Context: an optimization exercise on an open-source flow, tuned for small area. The choices shown serve that exercise and are no tape-out recipe. Function was checked by simulation only, so behaviour that the tests miss may differ from the original. Power figures rest on the tool's default switching activity, not on a simulated workload.

===== design/flow/design.v =====
module ASP #(parameter data_size = 32, parameter tag_size = 8, parameter mem_depth = 256) (
    input clk,
    input reset,
    input data_parity_ready_in,
    input[(data_size):0] data_parity_in,
    input network_data_ready_in,
    input network_ACK_in,
    input[(data_size+tag_size-1):0] network_data_tag_in,
    output parity_error_out,
    output host_data_ready_out,
    output[(data_size-1):0] host_data_out,
    output network_data_ready_out,
    output network_ACK_out,
    output[(data_size+tag_size-1):0] network_data_tag_out
);
    function [7:0] tag;
        input [31:0] d;
        reg [7:0] b0, b1, b2, b3;
        begin
            b0 = ~d[7:0];
            b1 = d[15:8];
            b2 = ~d[23:16];
            b3 = ~d[31:24];
            tag = {b0[2:0], b0[7:3]} ^ {b1[2:0], b1[7:3]} ^ {b2[5:0], b2[7:6]} ^ {b3[0], b3[7:1]};
        end
    endfunction
    wire e_in = ^data_parity_in;
    wire m_in = (network_data_tag_in[7:0] == tag(network_data_tag_in[39:8]));
    wire a_in = network_data_ready_in & ~network_ACK_in & m_in;
    wire t_in = ~network_data_ready_in & data_parity_ready_in & ~e_in;
    reg [31:0] h1, n1, x2, x3, y2, y3;
    reg e1, e2, e3, a1, a2, a3, t1, t2, t3;
    always @(posedge clk) begin
        h1 <= data_parity_in[32:1];
        n1 <= network_data_tag_in[39:8];
        x2 <= ({32{e1}} & h1) | ({32{a1 & ~e1}} & n1);
        y2 <= ({32{a1}} & n1) | ({32{t1}} & h1);
        x3 <= x2;
        y3 <= y2;
        if (reset) begin
            {e1, a1, t1} <= 3'b000;
            {e2, a2, t2} <= 3'b000;
            {e3, a3, t3} <= 3'b000;
        end else begin
            {e1, a1, t1} <= {e_in, a_in, t_in};
            {e2, a2, t2} <= {e1, a1, t1};
            {e3, a3, t3} <= {e2, a2, t2};
        end
    end
    assign parity_error_out       = ~reset & e3;
    assign host_data_ready_out    = ~reset & (e3 | a3);
    assign network_data_ready_out = ~reset & (t3 | a3);
    assign network_ACK_out        = ~reset & a3;
    assign host_data_out          = x3;
    assign network_data_tag_out   = {y3, tag(y3)};
endmodule

===== design/flow/flow/run.sh =====
#!/bin/bash
# The standard layout, with three changes:
#  - the combinational logic of the standard synthesis is mapped again by ABC for area
#    (flip-flops untouched: same cells, same names);
#  - the port buffers are inserted as the smallest buffer cell;
#  - the clock tree uses small clustered buffers and no dummy loads.
set -euo pipefail
export BUFFER_PORTS_ARGS="-buffer_cell sky130_fd_sc_hd__buf_1"
export CTS_ARGS="-sink_clustering_enable -repair_clock_nets -dont_use_dummy_load -buf_list sky130_fd_sc_hd__clkbuf_4 -sink_clustering_size 12 -sink_clustering_max_diameter 40"
R=orfs/results/$FLOW_PLATFORM/ASP/base
LIB=$FLOW_HOME/platforms/$FLOW_PLATFORM/lib/sky130_fd_sc_hd__tt_025C_1v80.lib

bash standard.sh synth > standard_synth.log 2>&1

python3 flow/comblib.py $LIB comb.lib > comblib.log 2>&1
DU=$(sed -n '/DONT_USE_CELLS/,/^#/p' $FLOW_HOME/platforms/$FLOW_PLATFORM/config.mk | grep -o 'sky130_fd_sc_hd__[A-Za-z0-9_]*' | sed 's/^/-dont_use /' | tr '\n' ' ')
cp $R/1_2_yosys.v standard_1_2_yosys.v
cat > resynth.ys <<EOY
read_liberty -ignore_miss_func comb.lib
read_liberty -lib -nooverwrite $LIB
read_verilog standard_1_2_yosys.v
hierarchy -top $FLOW_TOP
flatten
rename -hide w:*.*
opt_clean
abc -liberty $LIB $DU -script flow/area.script
read_liberty -lib -overwrite $LIB
hierarchy -top $FLOW_TOP
splitnets
opt_clean -purge
hilomap -singleton -hicell sky130_fd_sc_hd__conb_1 HI -locell sky130_fd_sc_hd__conb_1 LO
insbuf -buf sky130_fd_sc_hd__buf_4 A X
check -assert -mapped
stat -liberty $LIB
write_verilog -noattr -nohex -nodec resynth.v
EOY
yosys -s resynth.ys > resynth.log 2>&1
cp resynth.v $R/1_2_yosys.v

bash standard.sh > standard.log 2>&1

===== design/flow/flow/area.script =====
strash
dch
amap
strash
dch
amap
topo

===== design/flow/flow/comblib.py =====
# Writes comb.lib: the platform's liberty file with only its combinational cells, so that
# Yosys can read their functions while the flip-flop cells stay black boxes.
import re, sys
src, dst = sys.argv[1], sys.argv[2]
t = open(src).read()
m = re.search(r'\n\s*cell\s*\(', t)
head, pos, keep = t[:m.start()], m.start(), []
while True:
    m = re.search(r'\n\s*cell\s*\(', t[pos:])
    if not m:
        break
    s = pos + m.start()
    k, d = t.index('{', s), 0
    while True:
        if t[k] == '{':
            d += 1
        elif t[k] == '}':
            d -= 1
            if d == 0:
                break
        k += 1
    cell = t[s:k + 1]
    if not re.search(r'\b(ff|latch|statetable)\s*\(', cell):
        keep.append(cell)
    pos = k + 1
open(dst, 'w').write(head + ''.join(keep) + t[pos:])

===== design/flow/standard.sh =====
#!/bin/bash
# synth_recipe.tcl (not shown) runs the flow's synth.tcl, then flattens the netlist and writes it again
# the make line also repeats each setting of config.mk as NAME=value (left out here)
make -C /OpenROAD-flow-scripts/flow DESIGN_CONFIG=/design/flow/config.mk WORK_HOME=/design/flow/orfs CLKGATE_MAP_FILE= SYNTH_SCRIPT=/design/flow/synth_recipe.tcl "${@:-finish}"

===== design/flow/config.mk =====
export PLATFORM = sky130hd
export DESIGN_NAME = ASP
export DESIGN_NICKNAME = ASP
export VERILOG_FILES = /design/flow/design.v
export SDC_FILE = /design/flow/constraint.sdc
export NUM_CORES = 4
export LEC_CHECK = 0
export CAP_MARGIN = 20
export CORE_MARGIN = 2
export CORE_UTILIZATION = 40
export SLEW_MARGIN = 20

===== design/flow/constraint.sdc =====
create_clock -name core_clock -period 5.0 [get_ports {clk}]
set_input_delay 1.0000 -clock core_clock [delete_from_list [all_inputs] [get_ports {clk}]]
set_output_delay 1.0000 -clock core_clock [all_outputs]
set_load 0.01 [all_outputs]

==> results of run 1 <==
[worst max-delay path: cells and delay by family]
| kind | cells | cell delay, ns |
|---|---|---|
| buffers and inverters | 2 | 0.47 |
| and+or+nand+nor | 2 | 0.34 |
[how the worst max path moves through the flow]
stage / end / slack, ns / cells past startpoint / start
floorplan: host_data_ready_out / 2.58 / 2 / reset
global placement: a1 / 1.85 / 10 / network_data_tag_in[33]
detailed placement: a1 / 1.91 / 10 / network_data_tag_in[33]
CTS: host_data_ready_out / 2.20 / 4 / reset
global route: host_data_ready_out / 2.08 / 4 / reset
finish: host_data_ready_out / 2.20 / 4 / reset
[final cells by class]
class                   instances  area share (%)
repair buffers                156            9.18
clock buffers                  25            2.89
inverters                      34            1.96
flip-flops and latches        201            61.9
well taps                     176            3.39
multi-input cells             278            20.7
[power by group]
part / switching (uW) / leakage, uW / internal (uW)
sequential: 41.7 / 0.00166 / 1730
combinational: 209 / 0.000686 / 107
clock: 465 / 0.000115 / 230
[per-stage QoR]
step,instance area (um^2),setup slack (ns),hold slack (ns),instances,util (%)
after CTS,6500,2.20,0.297,870,48.7
after global placement,6310,1.85,0.310,845,47.3
final,6500,2.20,0.295,870,48.7
after floorplan,5500,2.58,0.310,513,-
after global routing,6500,2.08,0.301,870,48.7
after detailed placement,6310,1.91,0.312,845,47.3
[cells in the final DEF, fill, tap and decap left out, drive strengths merged]
| master | n |
|---|---|
| o22ai | 32 |
| dfxtp | 201 |
| a21oi | 54 |
| xor2 | 8 |
| clkbuf | 25 |
| or2 | 1 |
| nor2b | 6 |
| nand2 | 56 |
| nand3 | 1 |
| o21ai | 53 |
| nor4bb | 1 |
| a2111oi | 1 |
| clkinv | 34 |
| o221ai | 1 |
| o2111ai | 1 |
| xnor2 | 1 |
| nor2 | 61 |
| nor4 | 1 |
| buf | 156 |
[per-layer routing]
layer  part of all wire, %  wire [um]
met5                     0          0
met4                   2.6        316
met3                   6.5        777
met2                    47       5700
met1                    44       5230
[state kept, by name, indices dropped and copies added, names as in the netlist, 32 cells and up]
register,cells
x2,32
x3,32
n1,32
y2,32
y3,32
h1,32
==> tab_implementation.tex, run 1 <==
\begin{tabular}{lr}
\hline
Metric & Value \\
\hline
\multicolumn{2}{l}{\textbf{Run status}} \\
Status & complete, no violations \\
\multicolumn{2}{l}{\textbf{Floorplan}} \\
Die width & roughly 120 um \\
Core region area & about 13000 um\^{}2 \\
Number of rows created at floorplan & 42 \\
Starting Density & between 40\% and 50\% \\
Total Die Area & 14700 um\^{}2 \\
I/O pin total & about 150 \\
Die outline height & roughly 120 um \\
\multicolumn{2}{l}{\textbf{Synthesis}} \\
Post-Synthesis Cells & a little over 500 \\
Average cell area after synthesis & 10.7 um\^{}2 \\
Count of synthesis-stage warnings from yosys & 1 \\
Post-synthesis instance area & approximately 5500 um\^{}2 \\
Net Count, Synth & 591 \\
\multicolumn{2}{l}{\textbf{Timing}} \\
Hold Fails Final Rpt & 0 \\
Share of the clock period used by the worst path after layout & between 50\% and 60\% \\
\# setup viols final & 0 \\
Final Max Tran Viols & 0 \\
Maximum frequency from static timing analysis & 0.357 GHz \\
Final-layout setup total negative slack & 0 ns \\
Transition time at the pin with the least slew margin & about 0.99 ns \\
Post-layout min period & around 2.8 ns \\
Skew final & between 0.04 and 0.05 ns \\
Unrepaired setup endpoints after global routing & no \\
Worst relative slew slack & about a third \\
\multicolumn{2}{l}{\textbf{Layout}} \\
Fill cell total of the finished layout & 1287 \\
Syn-to-layout area delta & 18.3\% \\
Storage cell area & 4020 um\^{}2 \\
Final antenna diode count & 0 \\
Footprint of the multi-input gates & about 1300 um\^{}2 \\
Final \#Nets & slightly below 800 \\
Share of layout cells above drive strength 1 & roughly 4\% \\
\multicolumn{2}{l}{\textbf{Global routing}} \\
GRT overflow & 0 \\
Met2 demand-to-capacity share in global routing & between 20 and 30\% \\
Via count of the first global-routing pass & 3739 \\
Combined global-route utilization of all metal layers & between 10\% and 20\% \\
Antenna violations before repair & 0 \\
GR Layer Usage met1 & 20.0\% \\
Global-route wire length before repair & approximately 19000 um \\
Pin count of the biggest net entering global routing & 34 \\
GR met3 Demand/Resource & 3.99\% \\
Grt peak-use layer & met2 \\
\multicolumn{2}{l}{\textbf{Min path}} \\
Hold worst-path end & x3[17] \\
Worst Hold Class & reg -> reg \\
Cells on Worst Hold Path & 0 \\
Hold Crit Start & x2[17] \\
\multicolumn{2}{l}{\textbf{Power and ir drop}} \\
Maximum vdd ir drop & between 0.00015 and 0.0002 V \\
Pleak & 0.00246 uW \\
PD cells & about 430 nW/um\^{}2 \\
PnR Total Power & about 2800 uW \\
\multicolumn{2}{l}{\textbf{Worst setup path}} \\
Worst setup EP type & output port \\
Peak per-stage delay on the critical path & about 0.34 ns \\
Top fanout value on the critical path & 12 \\
Arrival time reported for the critical path endpoint & $\sim$1.8 ns \\
Origin of the critical flop-to-flop path & t1 \\
Dominant cell type by count on the critical path & sky130\_fd\_sc\_hd\_\_buf\_1 \\
Worst Path Class, Setup & in -> out \\
Critical-path top delay cell & sky130\_fd\_sc\_hd\_\_buf\_1 \\
Required time reported for the critical path endpoint & $\sim$4.0 ns \\
Endpoint of the lowest-slack register-to-register path & y2[15] \\
Cell-by-cell listing of the critical path & buf\_1 -> nor2b\_1 -> or2\_0 -> buf\_1 \\
R2R Setup Slk & 3.42 ns \\
Depth of the most critical reg-to-reg path & 2 \\
Startpoint type of the worst setup path & input pin \\
\multicolumn{2}{l}{\textbf{Clock tree}} \\
Clock sink count & 201 \\
Clock insertion delay at the later pin of the skew report & 0.61 ns \\
Number of H-tree levels & 1 \\
Clock tree from TritonCTS & built \\
Post-CTS Setup Repair Bufs & 0 \\
Quantity of hold-fixing buffers added after cts & 0 \\
Cts repair resizes & 0 \\
Clock-pin slew of the registers on the worst-case setup and hold paths & $\sim$0.10 ns \\
Number of buffers created by CTS & 25 \\
Number of buffers on the longest clock path & 3 \\
Clock root buffer master & sky130\_fd\_sc\_hd\_\_clkbuf\_4 \\
\multicolumn{2}{l}{\textbf{Detailed routing}} \\
Vias per inst & around 4.6 \\
Drc violations & 0 \\
First-pass iteration count of the detailed router & 4 \\
Wire length per cell & about 14 um \\
Routed wire length & roughly 12000 um \\
Number of nets with antenna violations after routing & 0 \\
Iteration-0 DRC count of the detailed router & roughly 190 \\
Via Count & $\sim$4000 \\
\multicolumn{2}{l}{\textbf{Job}} \\
\# Max-Cap Violations & 0 \\
\multicolumn{2}{l}{\textbf{Place}} \\
Detailed-placement wirelength estimate & 8530 um \\
Routability cong. & slightly above 0.8 \\
Count of input and output buffers & $\sim$150 \\
\hline
\end{tabular}
==> run 2, diff against run 1 <==
--- a/design/flow/config.mk
+++ b/design/flow/config.mk
@@ -8,4 +8,4 @@
 export CAP_MARGIN = 20
 export CORE_MARGIN = 2
-export CORE_UTILIZATION = 40
+export CORE_UTILIZATION = 75
 export SLEW_MARGIN = 20
==> tab_implementation.tex, run 2 <==
\begin{tabular}{lr}
\hline
Metric & Value \\
\hline
\multicolumn{2}{l}{\textbf{Layout}} \\
Final \#Nets & 769 (-0.65\%) \\
Final antenna diode count & 0 (unchanged) \\
Post-route insts no fill & 788 (-9.4\%) \\
Most common cell after layout, fill and taps aside & sky130\_fd\_sc\_hd\_\_dfxtp\_1 \\
Fill cell total of the finished layout & 378 (-71\%) \\
Share of layout cells above drive strength 1 & 3.34\% (-0.70 points) \\
Most frequent cells in the layout & sky130\_fd\_sc\_hd\_\_dfxtp\_1 (201), sky130\_fd\_sc\_hd\_\_buf\_1 (153), sky130\_fd\_sc\_hd\_\_nor2\_1 (61) \\
Final cell utilization of the core & 89.0\% (+40 points) \\
Syn-to-layout area delta & 16.2\% \\
\multicolumn{2}{l}{\textbf{Worst setup path}} \\
Largest delay contributor family on the critical path & buffers and inverters \\
Cell-by-cell listing of the critical path & buf\_1 -> nor2b\_1 -> or2\_0 -> buf\_1 \\
Top fanout value on the critical path & 12 (unchanged) \\
Worst setup EP type & output port \\
Arrival time reported for the critical path endpoint & 1.82 ns (+0.02 ns) \\
Peak per-stage delay on the critical path & 0.34 ns (about the same) \\
Buf+Inv Stages, Crit Path & 2 (unchanged) \\
Required time reported for the critical path endpoint & 4.00 ns (about the same) \\
Dominant cell type by count on the critical path & sky130\_fd\_sc\_hd\_\_buf\_1 \\
Critical-path top delay cell & sky130\_fd\_sc\_hd\_\_buf\_1 \\
Worst Path Class, Setup & in -> out \\
Startpoint type of the worst setup path & input pin \\
R2R Setup Slk & 3.36 ns (-0.06 ns) \\
\multicolumn{2}{l}{\textbf{Place}} \\
Dpl cells & 767 (-9.2\%) \\
Detailed-placement wirelength estimate & 8510 um (-0.24\%) \\
Routability cong. & 0.810 (+0.71\%) \\
Count of input and output buffers & 153 (unchanged) \\
\multicolumn{2}{l}{\textbf{Synthesis}} \\
Average cell area after synthesis & 10.7 um\^{}2 (unchanged) \\
Post-Synthesis Cells & 513 (unchanged) \\
Count of synthesis-stage warnings from yosys & 1 (unchanged) \\
Net Count, Synth & 591 (unchanged) \\
Post-synthesis instance area & 5500 um\^{}2 (unchanged) \\
\multicolumn{2}{l}{\textbf{Timing}} \\
\# setup viols final & 0 (unchanged) \\
Final Max Tran Viols & 0 (unchanged) \\
Final-layout setup total negative slack & 0 ns (unchanged) \\
Hold Fails Final Rpt & 0 (unchanged) \\
Maximum frequency from static timing analysis & 0.354 GHz (-0.64\%) \\
Skew final & 0.0200 ns (-0.0263 ns) \\
Share of the clock period used by the worst path after layout & 56.5\% (+0.36 points) \\
Post-layout min period & 2.82 ns (+0.0181 ns) \\
Worst relative slew slack & 37.0\% (+3.6 points) \\
Transition time at the pin with the least slew margin & 0.939 ns (-0.0531 ns) \\
Worst slack on hold paths & 0.330 ns (+0.0353 ns) \\
Unrepaired setup endpoints after global routing & no \\
\multicolumn{2}{l}{\textbf{Floorplan}} \\
I/O pin total & 154 (unchanged) \\
Die outline height & 89.6 um (-26\%) \\
Die width & 89.6 um (-26\%) \\
Number of rows created at floorplan & 31 (-26\%) \\
Total Die Area & 8030 um\^{}2 (-45\%) \\
Starting Density & 76.6\% (+35 points) \\
Core region area & 7180 um\^{}2 (-46\%) \\
\multicolumn{2}{l}{\textbf{Clock tree}} \\
Clock root buffer master & sky130\_fd\_sc\_hd\_\_clkbuf\_4 \\
Number of H-tree levels & 1 (unchanged) \\
Number of buffers on the longest clock path & 3 (unchanged) \\
Clock sink count & 201 (unchanged) \\
Number of buffers created by CTS & 20 (-20\%) \\
Clock tree from TritonCTS & built \\
Post-CTS Setup Repair Bufs & 0 (unchanged) \\
Clock insertion delay at the later pin of the skew report & 0.55 ns (-0.06 ns) \\
Clock-pin slew of the registers on the worst-case setup and hold paths & 0.12 ns (+0.02 ns) \\
Cts repair resizes & 0 (unchanged) \\
Quantity of hold-fixing buffers added after cts & 0 (unchanged) \\
\multicolumn{2}{l}{\textbf{Power and ir drop}} \\
PD cells & 426 nW/um\^{}2 (-0.56\%) \\
Maximum vdd ir drop & 0.000346 V (+81\%) \\
Pleak & 0.00244 uW (-0.57\%) \\
\multicolumn{2}{l}{\textbf{Min path}} \\
Worst Hold Class & reg -> reg \\
\multicolumn{2}{l}{\textbf{Detailed routing}} \\
Routed wire length & 11800 um (-2.0\%) \\
Number of nets with antenna violations after routing & 0 (unchanged) \\
Vias per inst & 5.35 (+17\%) \\
Iteration-0 DRC count of the detailed router & 169 (-12\%) \\
First-pass iteration count of the detailed router & 5 (+1) \\
Drc violations & 0 (unchanged) \\
Wire length per cell & 15.0 um (+8.2\%) \\
Via Count & 4216 (+6.2\%) \\
\multicolumn{2}{l}{\textbf{Global routing}} \\
Pin count of the biggest net entering global routing & 34 (unchanged) \\
Global-route wire length before repair & 17300 um (-7.7\%) \\
Antenna violations before repair & 0 (unchanged) \\
Via count of the first global-routing pass & 3962 (+6.0\%) \\
Combined global-route utilization of all metal layers & 28.3\% (+12 points) \\
GRT overflow & 0 (unchanged) \\
\multicolumn{2}{l}{\textbf{Job}} \\
\# Max-Cap Violations & 0 (unchanged) \\
\multicolumn{2}{l}{\textbf{Run status}} \\
Status & complete, no violations \\
\hline
\end{tabular}
run 2: cell types whose count changed in the layout (fill, tap and decap cells not counted), sizes merged:
cell,change
clkbuf,-5
run 2: cell type report:
cell class | count | area [um^2] | area share, %
multi-input cells | 278 | 1350 | 21.1
inverters | 34 | 128 | 2.00
repair buffers | 156 | 617 | 9.66
flip-flops and latches | 201 | 4020 | 63.0
clock buffers | 20 | 150 | 2.35
well taps | 99 | 124 | 1.94
run 2: path summary, 6_finish.rpt:
| check | startpoint | endpoint | cells past startpoint |
|---|---|---|---|
| worst max-delay path | reset | host_data_ready_out | 4 |
| worst min-delay path | x2[12] | x3[12] | 0 |
| worst max register to register | t1 | y2[19] | 2 |
| worst min register to register | x2[12] | x3[12] | 0 |
run 2: stage by stage:
step / setup WS, ns / total power, uW / instance area (um^2)
2_1_floorplan: 2.58 / 1980 / 5500
3_3_place_gp: 2.22 / 2100 / 6210
3_5_place_dp: 1.97 / 2120 / 6210
4_1_cts: 2.19 / 2710 / 6360
5_1_grt: 2.10 / 2840 / 6390
6_report: 2.18 / 2720 / 6390
run 2: layer usage:
layer	global-route usage (%)	vias up	wire length, um
li1	-	2069	-
met1	30.6	1945	4340
met2	54.1	173	6290
met5	0	-	0
met4	10.6	0	275
met3	5.30	29	881
run 2: power by group:
| group | total, uW | switching (uW) | internal (uW) |
|---|---|---|---|
| sequential | 1780 | 42.0 | 1730 |
| clock | 619 | 433 | 186 |
| combinational | 327 | 212 | 115 |
| total | 2720 | 687 | 2040 |
==> run 3, diff against run 2 <==
--- a/design/flow/flow/run.sh
+++ b/design/flow/flow/run.sh
@@ -7,5 +7,5 @@
 set -euo pipefail
 export BUFFER_PORTS_ARGS="-buffer_cell sky130_fd_sc_hd__buf_1"
-export CTS_ARGS="-sink_clustering_enable -repair_clock_nets -dont_use_dummy_load -buf_list sky130_fd_sc_hd__clkbuf_4 -sink_clustering_size 12 -sink_clustering_max_diameter 40"
+export CTS_ARGS="-sink_clustering_enable -repair_clock_nets -dont_use_dummy_load -buf_list sky130_fd_sc_hd__clkbuf_16 -sink_clustering_size 45 -sink_clustering_max_diameter 60"
 R=orfs/results/$FLOW_PLATFORM/ASP/base
 LIB=$FLOW_HOME/platforms/$FLOW_PLATFORM/lib/sky130_fd_sc_hd__tt_025C_1v80.lib
--- a/design/flow/config.mk
+++ b/design/flow/config.mk
@@ -8,4 +8,4 @@
 export CAP_MARGIN = 20
 export CORE_MARGIN = 2
-export CORE_UTILIZATION = 75
+export CORE_UTILIZATION = 70
 export SLEW_MARGIN = 20
==> tab_implementation.tex, run 3 <==
\begin{tabular}{lr}
\hline
Metric & Value \\
\hline
\multicolumn{2}{l}{\textbf{Timing}} \\
Share of the clock period used by the worst path after layout & 56.3\% (-0.19 points) \\
Skew final & 0.0398 ns (+0.0197 ns) \\
Final Max Tran Viols & 0 (unchanged) \\
Post-layout min period & 2.81 ns (-0.00930 ns) \\
Hold Fails Final Rpt & 0 (unchanged) \\
Worst relative slew slack & 33.5\% (-3.6 points) \\
Transition time at the pin with the least slew margin & 0.992 ns (+0.0533 ns) \\
Final-layout setup total negative slack & 0 ns (unchanged) \\
Unrepaired setup endpoints after global routing & no \\
Worst slack on hold paths & 0.286 ns (-0.0446 ns) \\
Maximum frequency from static timing analysis & 0.355 GHz (+0.33\%) \\
\# setup viols final & 0 (unchanged) \\
\multicolumn{2}{l}{\textbf{Layout}} \\
Syn-to-layout area delta & 18.1\% \\
Post-route insts no fill & 781 (-0.89\%) \\
Share of layout cells above drive strength 1 & 2.06\% (-1.3 points) \\
Final \#Nets & 759 (-1.3\%) \\
Final antenna diode count & 0 (unchanged) \\
Most frequent cells in the layout & sky130\_fd\_sc\_hd\_\_dfxtp\_1 (201), sky130\_fd\_sc\_hd\_\_buf\_1 (153), sky130\_fd\_sc\_hd\_\_nor2\_1 (61) \\
Final cell utilization of the core & 84.8\% (-4.2 points) \\
Most common cell after layout, fill and taps aside & sky130\_fd\_sc\_hd\_\_dfxtp\_1 \\
\multicolumn{2}{l}{\textbf{Job}} \\
\# Max-Cap Violations & 0 (unchanged) \\
\multicolumn{2}{l}{\textbf{Floorplan}} \\
I/O pin total & 154 (unchanged) \\
Die outline height & 92.6 um (+3.4\%) \\
Core region area & 7650 um\^{}2 (+6.6\%) \\
Starting Density & 71.9\% (-4.7 points) \\
Total Die Area & 8580 um\^{}2 (+6.8\%) \\
Number of rows created at floorplan & 32 (+3.2\%) \\
Die width & 92.6 um (+3.4\%) \\
\multicolumn{2}{l}{\textbf{Clock tree}} \\
Cts repair resizes & 0 (unchanged) \\
Number of H-tree levels & 1 (unchanged) \\
Clock-pin slew of the registers on the worst-case setup and hold paths & 0.12 ns (about the same) \\
Number of buffers on the longest clock path & 3 (unchanged) \\
Clock tree from TritonCTS & built \\
Clock root buffer master & sky130\_fd\_sc\_hd\_\_clkbuf\_16 \\
Quantity of hold-fixing buffers added after cts & 0 (unchanged) \\
Post-CTS Setup Repair Bufs & 0 (unchanged) \\
Clock sink count & 201 (unchanged) \\
Clock insertion delay at the later pin of the skew report & 0.46 ns (-0.09 ns) \\
Number of buffers created by CTS & 11 (-45\%) \\
\multicolumn{2}{l}{\textbf{Place}} \\
Routability cong. & 0.858 (+6.0\%) \\
Count of input and output buffers & 153 (unchanged) \\
Detailed-placement wirelength estimate & 8020 um (-5.7\%) \\
Dpl cells & 770 (+0.39\%) \\
\multicolumn{2}{l}{\textbf{Detailed routing}} \\
Iteration-0 DRC count of the detailed router & 134 (-21\%) \\
Wire length per cell & 15.0 um (+0.17\%) \\
Number of nets with antenna violations after routing & 0 (unchanged) \\
Routed wire length & 11700 um (-0.72\%) \\
Via Count & 4059 (-3.7\%) \\
Vias per inst & 5.20 (-2.9\%) \\
Drc violations & 0 (unchanged) \\
First-pass iteration count of the detailed router & 4 (-1) \\
\multicolumn{2}{l}{\textbf{Worst setup path}} \\
Top fanout value on the critical path & 12 (unchanged) \\
Startpoint type of the worst setup path & input pin \\
Required time reported for the critical path endpoint & 4.00 ns (about the same) \\
Worst Path Class, Setup & in -> out \\
Arrival time reported for the critical path endpoint & 1.81 ns (about the same) \\
Worst setup EP type & output port \\
\multicolumn{2}{l}{\textbf{Global routing}} \\
Via count of the first global-routing pass & 3965 (+0.076\%) \\
GRT overflow & 0 (unchanged) \\
Combined global-route utilization of all metal layers & 26.8\% (-1.5 points) \\
Antenna violations before repair & 0 (unchanged) \\
Global-route wire length before repair & 18000 um (+3.9\%) \\
Pin count of the biggest net entering global routing & 39 (+15\%) \\
\multicolumn{2}{l}{\textbf{Power and ir drop}} \\
PnR Total Power & 2940 uW (+7.8\%) \\
Int Pwr & 2230 uW (+9.7\%) \\
Power share of the clock group & 28.7\% (+6.0 points) \\
Net switching share of the total power & 23.9\% (-1.3 points) \\
Sequential group share of total power & 60.5\% (-4.8 points) \\
Net switching power of the design & 702 uW (+2.2\%) \\
Combinational Power Share & 10.7\% (-1.3 points) \\
PD cells & 453 nW/um\^{}2 (+6.1\%) \\
Pleak & 0.00247 uW (+1.3\%) \\
Maximum vdd ir drop & 0.000365 V (+5.4\%) \\
\multicolumn{2}{l}{\textbf{Synthesis}} \\
Net Count, Synth & 591 (unchanged) \\
Post-Synthesis Cells & 513 (unchanged) \\
Average cell area after synthesis & 10.7 um\^{}2 (unchanged) \\
Post-synthesis instance area & 5500 um\^{}2 (unchanged) \\
Count of synthesis-stage warnings from yosys & 1 (unchanged) \\
\multicolumn{2}{l}{\textbf{Min path}} \\
Worst Hold Class & reg -> reg \\
\multicolumn{2}{l}{\textbf{Run status}} \\
Status & complete, no violations \\
\hline
\end{tabular}
## run 3: worst paths after layout
| path | startpoint | endpoint | slack [ns] | cells past startpoint |
|---|---|---|---|---|
| setup / recovery | reset | host_data_ready_out | 2.19 | 4 |
| hold / removal | y2[17] | y3[17] | 0.29 | 0 |
| setup reg to reg | t1 | y2[14] | 3.30 | 2 |
| hold reg to reg | y2[17] | y3[17] | 0.29 | 0 |
## run 3: power by group through the flow
| stage | clock network [uW] | registers (uW) | logic, uW |
|---|---|---|---|
| finish | 844 | 1780 | 315 |
| global placement | 0 | 1810 | 299 |
| CTS | 848 | 1780 | 315 |
| floorplan | 0 | 1840 | 135 |
| detailed placement | 0 | 1810 | 311 |
| global route | 907 | 1790 | 345 |
## run 3: critical path: stages
cell and delay (ns):
sky130_fd_sc_hd__buf_1 0.34, sky130_fd_sc_hd__nor2b_1 0.12, sky130_fd_sc_hd__or2_0 0.23, sky130_fd_sc_hd__buf_1 0.13
## run 3: final cells by class
| cell class | instances | area (um^2) |
|---|---|---|
| flip-flops and latches | 201 | 4020 |
| multi-input cells | 278 | 1350 |
| fillers | 448 | 1160 |
| repair buffers | 155 | 589 |
| clock buffers | 11 | 275 |
| inverters | 34 | 128 |
| well taps | 102 | 128 |
## run 3: routing by layer
layer	wire length (um)	vias to the layer above	share of wire, %	track usage [%]
li1	-	2049	-	-
met1	4590	1853	39	30.5
met2	6150	135	53	50.6
met3	710	22	6.1	5.21
met4	251	0	2.1	8.33
met5	0	-	0	0
## run 3: per-stage QoR
stage	worst slack, ns	area (um^2)
5_1_grt	2.12	6490
3_5_place_dp	2.11	6210
6_report	2.19	6490
2_1_floorplan	2.58	5500
3_3_place_gp	2.19	6210
4_1_cts	2.19	6490
==> run 4, diff against run 3 <==
--- a/design/flow/flow/run.sh
+++ b/design/flow/flow/run.sh
@@ -7,5 +7,5 @@
 set -euo pipefail
 export BUFFER_PORTS_ARGS="-buffer_cell sky130_fd_sc_hd__buf_1"
-export CTS_ARGS="-sink_clustering_enable -repair_clock_nets -dont_use_dummy_load -buf_list sky130_fd_sc_hd__clkbuf_16 -sink_clustering_size 45 -sink_clustering_max_diameter 60"
+export CTS_ARGS="-sink_clustering_enable -repair_clock_nets -dont_use_dummy_load -buf_list sky130_fd_sc_hd__clkbuf_8 -sink_clustering_size 20 -sink_clustering_max_diameter 45"
 R=orfs/results/$FLOW_PLATFORM/ASP/base
 LIB=$FLOW_HOME/platforms/$FLOW_PLATFORM/lib/sky130_fd_sc_hd__tt_025C_1v80.lib
==> tab_implementation.tex, run 4 <==
\begin{tabular}{lr}
\hline
Metric & Value \\
\hline
\multicolumn{2}{l}{\textbf{Run status}} \\
Status & complete, no violations \\
\multicolumn{2}{l}{\textbf{Detailed routing}} \\
Via Count & 4046 (-0.32\%) \\
Iteration-0 DRC count of the detailed router & 137 (+2.2\%) \\
Wire length per cell & 14.4 um (-4.2\%) \\
Vias per inst & 5.15 (-0.83\%) \\
Drc violations & 0 (unchanged) \\
Number of nets with antenna violations after routing & 0 (unchanged) \\
Routed wire length & 11300 um (-3.7\%) \\
First-pass iteration count of the detailed router & 4 (unchanged) \\
\multicolumn{2}{l}{\textbf{Layout}} \\
Final \#Nets & 763 (+0.53\%) \\
Footprint of the multi-input gates & 1350 um\^{}2 (unchanged) \\
Syn-to-layout area delta & 16.8\% \\
Most common cell after layout, fill and taps aside & sky130\_fd\_sc\_hd\_\_dfxtp\_1 \\
Fill cell total of the finished layout & 470 (+4.9\%) \\
Most frequent cells in the layout & sky130\_fd\_sc\_hd\_\_dfxtp\_1 (201), sky130\_fd\_sc\_hd\_\_buf\_1 (153), sky130\_fd\_sc\_hd\_\_nor2\_1 (61) \\
Final antenna diode count & 0 (unchanged) \\
Share of layout cells above drive strength 1 & 2.64\% (+0.57 points) \\
Storage cell area & 4020 um\^{}2 (unchanged) \\
\multicolumn{2}{l}{\textbf{Timing}} \\
Skew final & 0.0495 ns (+0.00970 ns) \\
Maximum frequency from static timing analysis & 0.356 GHz (+0.21\%) \\
Transition time at the pin with the least slew margin & 0.960 ns (-0.0318 ns) \\
Final-layout setup total negative slack & 0 ns (unchanged) \\
\# setup viols final & 0 (unchanged) \\
Post-layout min period & 2.81 ns (-0.00597 ns) \\
Share of the clock period used by the worst path after layout & 56.2\% (-0.12 points) \\
Unrepaired setup endpoints after global routing & no \\
Final Max Tran Viols & 0 (unchanged) \\
Worst relative slew slack & 35.6\% (+2.1 points) \\
Hold Fails Final Rpt & 0 (unchanged) \\
\multicolumn{2}{l}{\textbf{Power and ir drop}} \\
Combinational Power Share & 11.1\% (+0.4 points) \\
Net switching power of the design & 690 uW (-1.7\%) \\
Sequential group share of total power & 63.4\% (+2.9 points) \\
Net switching share of the total power & 24.6\% (+0.73 points) \\
Power share of the clock group & 25.4\% (-3.3 points) \\
Maximum vdd ir drop & 0.000364 V (-0.30\%) \\
PD cells & 436 nW/um\^{}2 (-3.6\%) \\
Pleak & 0.00245 uW (-1.1\%) \\
PnR Total Power & 2800 uW (-4.6\%) \\
Int Pwr & 2110 uW (-5.5\%) \\
\multicolumn{2}{l}{\textbf{Clock tree}} \\
Cts repair resizes & 0 (unchanged) \\
Clock root buffer master & sky130\_fd\_sc\_hd\_\_clkbuf\_8 \\
Number of H-tree levels & 1 (unchanged) \\
Clock sink count & 201 (unchanged) \\
Number of buffers created by CTS & 15 (+4) \\
Post-CTS Setup Repair Bufs & 0 (unchanged) \\
Clock insertion delay at the later pin of the skew report & 0.48 ns (+0.02 ns) \\
Clock tree from TritonCTS & built \\
Number of buffers on the longest clock path & 3 (unchanged) \\
Clock-pin slew of the registers on the worst-case setup and hold paths & 0.11 ns (about the same) \\
Quantity of hold-fixing buffers added after cts & 0 (unchanged) \\
\multicolumn{2}{l}{\textbf{Global routing}} \\
GRT overflow & 0 (unchanged) \\
Pin count of the biggest net entering global routing & 34 (-13\%) \\
Antenna violations before repair & 0 (unchanged) \\
Global-route wire length before repair & 17400 um (-3.2\%) \\
GR Layer Usage met1 & 30.3\% (-0.18 points) \\
Grt peak-use layer & met2 \\
Met2 demand-to-capacity share in global routing & 47.7\% (-2.9 points) \\
Via count of the first global-routing pass & 3845 (-3.0\%) \\
Combined global-route utilization of all metal layers & 25.9\% (-0.90 points) \\
GR met3 Demand/Resource & 5.37\% (+0.16 points) \\
\multicolumn{2}{l}{\textbf{Worst setup path}} \\
Worst setup EP type & output port \\
Depth of the most critical reg-to-reg path & 2 (unchanged) \\
Required time reported for the critical path endpoint & 4.00 ns (about the same) \\
Top fanout value on the critical path & 12 (unchanged) \\
R2R Setup Slk & 3.32 ns (+0.02 ns) \\
Critical path destination & host\_data\_ready\_out \\
Worst Path Class, Setup & in -> out \\
Source of the critical timing path & reset \\
Endpoint of the lowest-slack register-to-register path & y2[25] \\
Arrival time reported for the critical path endpoint & 1.81 ns (about the same) \\
Origin of the critical flop-to-flop path & t1 \\
Startpoint type of the worst setup path & input pin \\
\multicolumn{2}{l}{\textbf{Floorplan}} \\
I/O pin total & 154 (unchanged) \\
Number of rows created at floorplan & 32 (unchanged) \\
Die width & 92.6 um (unchanged) \\
Starting Density & 71.9\% (unchanged) \\
Core region area & 7650 um\^{}2 (unchanged) \\
Die outline height & 92.6 um (unchanged) \\
Total Die Area & 8580 um\^{}2 (unchanged) \\
\multicolumn{2}{l}{\textbf{Min path}} \\
Worst Hold Class & reg -> reg \\
Hold Crit Start & x2[11] \\
\multicolumn{2}{l}{\textbf{Synthesis}} \\
Post-Synthesis Cells & 513 (unchanged) \\
Count of synthesis-stage warnings from yosys & 1 (unchanged) \\
Net Count, Synth & 591 (unchanged) \\
Post-synthesis instance area & 5500 um\^{}2 (unchanged) \\
Average cell area after synthesis & 10.7 um\^{}2 (unchanged) \\
\multicolumn{2}{l}{\textbf{Place}} \\
Routability cong. & 0.858 (unchanged) \\
Detailed-placement wirelength estimate & 8020 um (unchanged) \\
Count of input and output buffers & 153 (unchanged) \\
\multicolumn{2}{l}{\textbf{Job}} \\
\# Max-Cap Violations & 0 (unchanged) \\
\hline
\end{tabular}
## run 4: worst min-delay path by stage
stage	to	slack, ns	depth (start not counted)
2_1_floorplan	x3[0]	0.31	0
3_3_place_gp	y3[3]	0.31	0
3_5_place_dp	x3[10]	0.31	0
4_1_cts	x3[11]	0.30	0
5_1_grt	x3[11]	0.30	0
6_report	x3[11]	0.31	0
## run 4: cell type report
cell class / count / area share [%]
flip-flops and latches: 201 / 62.7
multi-input cells: 278 / 21.0
clock buffers: 15 / 3.22
repair buffers: 155 / 9.18
well taps: 102 / 1.99
inverters: 34 / 1.99
## run 4: routing by layer
layer  wire length, um  up-vias  share of wire [%]
met2              5810      135                 52
met5                 0        -                  0
met1              4570     1836                 41
li1                  -     2059                  -
met3               736       16                6.5
met4               159        0                1.4
## run 4: worst max-delay path, cell delays in order
cell and delay [ns]:
sky130_fd_sc_hd__buf_1 0.33, sky130_fd_sc_hd__nor2b_1 0.11, sky130_fd_sc_hd__or2_0 0.23, sky130_fd_sc_hd__buf_1 0.13
## run 4: power by group through the flow
stage                     combinational (uW)  clock (uW)  sequential (uW)
final                                    312         712             1780
after global routing                     344         783             1790
after CTS                                313         722             1780
after detailed placement                 311           0             1810
after global placement                   299           0             1810
after floorplan                          135           0             1840
## run 4: through the flow
| step | util, % | std cells | instance area (um^2) | setup WS [ns] | hold WS (ns) |
|---|---|---|---|---|---|
| after floorplan | - | 513 | 5500 | 2.58 | 0.310 |
| after global placement | 81.3 | 770 | 6210 | 2.19 | 0.310 |
| after detailed placement | 81.3 | 770 | 6210 | 2.11 | 0.312 |
| after CTS | 83.9 | 785 | 6420 | 2.19 | 0.297 |
| after global routing | 83.9 | 785 | 6420 | 2.12 | 0.301 |
| final | 83.9 | 785 | 6420 | 2.19 | 0.305 |

## what the ideal ports hide
The flow's constraints put no driver on any port. The routed layouts listed below were extracted and timed again, unchanged, in two steps. Step 1 assumes that a clkbuf_16 drives the clock port and a buf_2 every other input. Step 2 also shifts input and output timing later by t, the mid clock arrival at the registers, as if the neighbouring blocks saw the same clock. Three values: no drivers, after step 1, after step 2; two values: the first two.
run | shift t [ns] | slack for setup (ns) | slew at the worst register clock pin (ns)
run 1 | 0.609 | 2.195 / 2.173 / 2.012 | 0.12 / 0.12
run 2 | 0.573 | 2.177 / 2.152 / 1.965 | 0.12 / 0.12
run 3 | 0.481 | 2.186 / 2.164 / 2.064 | 0.12 / 0.12
run 4 | 0.487 | 2.192 / 2.170 / 2.086 | 0.11 / 0.11
After both steps setup and hold are still met in every run listed. The setup slack of run 2, which loses most, moves by -0.025 ns with the drivers and by -0.212 ns with both steps.
